Context: an optimization exercise on an open-source flow, tuned for small area and a short achievable clock period. The choices shown serve that exercise and are no tape-out recipe. RTL that was checked went through simulation tests only; none was proved equivalent to the original. Power is estimated from default activity; no workload was simulated.

## main
==> flow/design.v (excerpt) <==
module dipole(clk_in, reset, clk_out, r_vga, g_vga, b_vga, h_sync, v_sync, h_c, v_c, cw, ccw, start, stop, led, led2);
Size: about 55 I/O pins, ~0.0071 mm² of cells after synthesis.
export LEC_CHECK = 0
export CAP_MARGIN = 20
export CORE_MARGIN = 2
export CORE_UTILIZATION = 40
export SLEW_MARGIN = 20
create_clock -name core_clock -period 400.0 [get_ports {clk_in}]
standard.sh (not shown) runs the stock make flow with config.mk's settings and CLKGATE_MAP_FILE= SYNTH_SCRIPT=/design/flow/synth_recipe.tcl, a recipe that flattens the netlist after the stock synthesis.
==> flow/flow/run.sh <==
#!/bin/bash
# Own layout flow: the standard synthesis, then the combinational logic is
# mapped again with a stronger ABC script (the flip-flops, their names and cell
# types are kept as the standard synthesis made them), then the standard
# layout from that netlist.
set -euo pipefail
W=$(pwd)
R=$W/orfs/results/$FLOW_PLATFORM/dipole/base
L=$W/orfs/logs/$FLOW_PLATFORM/dipole/base
LIB=$FLOW_HOME/platforms/$FLOW_PLATFORM/lib/sky130_fd_sc_hd__tt_025C_1v80.lib
YOSYS=$(command -v yosys || echo "$FLOW_HOME/../tools/install/yosys/bin/yosys")

bash standard.sh synth > "$W/flow_synth.log" 2>&1
cp -p "$R/1_2_yosys.v" "$W/standard_1_2_yosys.v"

# the platform's don't-use cells, as the standard synthesis passed them to ABC
DONTUSE=$(grep -o -- "-dont_use [A-Za-z0-9_]*" "$L/1_2_yosys.log" | sort -u | tr '\n' ' ')

LIB="$LIB" IN="$W/standard_1_2_yosys.v" OUT="$W/resyn_1_2_yosys.v" \
  ABCSCRIPT="$W/flow/resyn.abc" DONTUSE="$DONTUSE" \
  "$YOSYS" -c "$W/flow/resyn.tcl" > "$W/flow_resyn.log" 2>&1

cp "$W/resyn_1_2_yosys.v" "$R/1_2_yosys.v"
touch "$R/1_2_yosys.v"

bash standard.sh > "$W/flow_layout.log" 2>&1
==> flow/flow/resyn.abc <==
strash
&get -n
&deepsyn -T 60
&put
&get -n
&dch -f
&nf -R 1000
&put
==> flow/flow/resyn.tcl <==
# Map the combinational logic of the standard synthesis's netlist again,
# keeping every flip-flop instance (name and cell type) as it is.
yosys -import
set lib $::env(LIB)
read_liberty -ignore_miss_func $lib
foreach m {dfxtp_1 dfxtp_2 dfxtp_4 dfrtp_1 dfrtp_2 dfrtp_4 dfstp_1 dfstp_2 dfstp_4
           dfxbp_1 dfxbp_2 dfrbp_1 dfrbp_2 dfsbp_1 dfsbp_2 dfbbn_1 dfbbn_2 dfbbp_1
           dfrtn_1 edfxtp_1 edfxbp_1 dlxtp_1 dlxtn_1 dlxtn_2 dlxtn_4 dlxbn_1 dlxbn_2
           dlxbp_1 dlrtp_1 dlrtp_2 dlrtp_4 dlrtn_1 dlrtn_2 dlrtn_4 dlrbn_1 dlrbn_2
           dlrbp_1 dlrbp_2 sdfxtp_1 sdfxtp_2 sdfxtp_4 conb_1} {
  catch { blackbox sky130_fd_sc_hd__$m }
}
read_verilog $::env(IN)
hierarchy -check -top dipole
flatten
opt_clean -purge
tee -o $::env(OUT).before.stat stat
abc -script $::env(ABCSCRIPT) -liberty $lib {*}$::env(DONTUSE)
opt_clean -purge
setundef -zero
hilomap -singleton -hicell sky130_fd_sc_hd__conb_1 HI -locell sky130_fd_sc_hd__conb_1 LO
insbuf -buf sky130_fd_sc_hd__buf_4 A X
splitnets
opt_clean -purge
tee -o $::env(OUT).stat stat -liberty $lib
# the cells' own models (from read_liberty) are not written, only the design
write_verilog -noattr -nohex -nodec $::env(OUT)
Relative to main, the following input files were edited for the feature branch:
--- a/flow/design.v
+++ b/flow/design.v
@@ -181,40 +181,71 @@
 			4'd0, 4'd14: ball_y = be ? 7'd0 : 7'd1;
 			4'd1, 4'd13: ball_y = be ? 7'd25 : 7'd37;
 			4'd2, 4'd12: ball_y = 7'd49;
 			4'd3, 4'd11: ball_y = 7'd58;
 			4'd4, 4'd10: ball_y = 7'd64;
 			4'd5, 4'd9:  ball_y = 7'd68;
 			default:     ball_y = 7'd70;
 		endcase
-	wire [2:0] bk = bi[3] ? bi[2:0] + 3'd1 : ~bi[2:0];    
-	wire [6:0] ball_x = {bk, 1'b0} + {bk, 3'b000};
-	wire at_left = (bi == 0);
-	wire at_right = (bi == 14);
-	wire [3:0] bi_inc = bi + 1'b1;
-	wire [3:0] bi_dec = bi - 1'b1;
-	wire [5:0] st_cw = at_left ? {1'b0, 4'd1, 1'b1} : at_right ? {1'b1, 4'd13, 1'b1} :
-		{bs, bs ? bi_dec : bi_inc, 1'b0};
-	wire [5:0] st_ccw = at_left ? {1'b1, 4'd1, 1'b1} : at_right ? {1'b0, 4'd13, 1'b1} :
-		{bs, bs ? bi_inc : bi_dec, 1'b0};
+	reg [6:0] ball_x;
+	always @*
+		case (bi)
+			4'd0, 4'd14: ball_x = 7'd70;
+			4'd1, 4'd13: ball_x = 7'd60;
+			4'd2, 4'd12: ball_x = 7'd50;
+			4'd3, 4'd11: ball_x = 7'd40;
+			4'd4, 4'd10: ball_x = 7'd30;
+			4'd5, 4'd9:  ball_x = 7'd20;
+			4'd6, 4'd8:  ball_x = 7'd10;
+			default:     ball_x = 7'd0;
+		endcase
+	reg n_bs;
+	reg [3:0] n_bi;
+	reg n_be;
+	wire right = bs ? (cw && !ccw) : !cw;
+	always @*
+		begin
+			n_bs = bs;
+			n_bi = bi;
+			n_be = be;
+			if (!cw || !ccw)
+				begin
+					if (bi == 0)
+						begin
+							n_bi = 1;
+							n_bs = cw;
+							n_be = 1;
+						end
+					else if (bi == 14)
+						begin
+							n_bi = 13;
+							n_bs = !cw;
+							n_be = 1;
+						end
+					else
+						begin
+							n_bi = right ? bi + 1'b1 : bi - 1'b1;
+							n_be = 0;
+						end
+				end
+		end
 	always @ (posedge clk_in)
 		begin
 			if (reset)
 				begin
 					bs <= 0;
 					bi <= 0;
 					be <= 1;
 				end
 			else if (tick_circle)
 				begin
-					if (!cw)
-						{bs, bi, be} <= st_cw;
-					else if (!ccw)
-						{bs, bi, be} <= st_ccw;
+					bs <= n_bs;
+					bi <= n_bi;
+					be <= n_be;
 				end
 		end
 	wire [2:0] cp = h_count[2:0];
 	wire cball = cp[0];
 	wire [1:0] cblk = cp[2:1];
 	wire [3:0] cix = cball ? 4'd14 - bi : bi;    
 	wire cup = bs ^ cball;                        
 	reg [1:0] cbx;
Notes after the runs:
Per the final summary, the feature branch finished and its layout is clean on timing, DRC and antenna.
Between the feature branch and main, the post-route clock period utilization does not differ in any meaningful way.
Cmp the feature branch and main / combinational share of power / higher: the feature branch
Delta(average wire per standard cell, the feature branch - main) > 0
Between the feature branch and main, it is the feature branch whose via count of the first global-routing pass is higher, by 350.
Comparing share of total power in the clock network for the feature branch and main, the smaller number came from the feature branch.
The setup slack of the feature branch is higher than that of main.
Only the layout flow was run in the feature branch; the RTL was not checked for function there.

afterwards: timing with drivers on the ports:
No port has a modelled driver above. Below, the same layouts with a new extraction and two added sets of constraints.
Step 1 (the two cells are an assumption about what drives the block):
set clk [get_ports {clk_in}]
set_driving_cell -lib_cell sky130_fd_sc_hd__clkbuf_16 $clk
set_driving_cell -lib_cell sky130_fd_sc_hd__buf_2 [delete_from_list [all_inputs] $clk]
Step 2 adds t to the input delays and takes it off the output delays; t is the mean of the earliest and latest rising clock arrival at the registers after step 1. Input paths then give back, and output paths get back, about the clock's delay inside the block.
Three values: ideal, step 1, step 2; two values: the first two.
run | t (ns) | slack for setup (ns) | worst hold slack (ns) | clock arrival spread, ns | worst slew at a driven data input, ns
main | 0.393 | 317.580 / 317.603 / 317.210 | 0.464 / 0.464 / 0.464 | 0.011 / 0.011 | 0.03
the feature branch | 0.394 | 317.882 / 317.905 / 317.511 | 0.455 / 0.455 / 0.455 | 0.010 / 0.010 | 0.04
After both steps setup and hold are still met in every run listed. The setup slack of the feature branch, which loses most, moves by +0.023 ns with the drivers and by -0.371 ns with both steps.
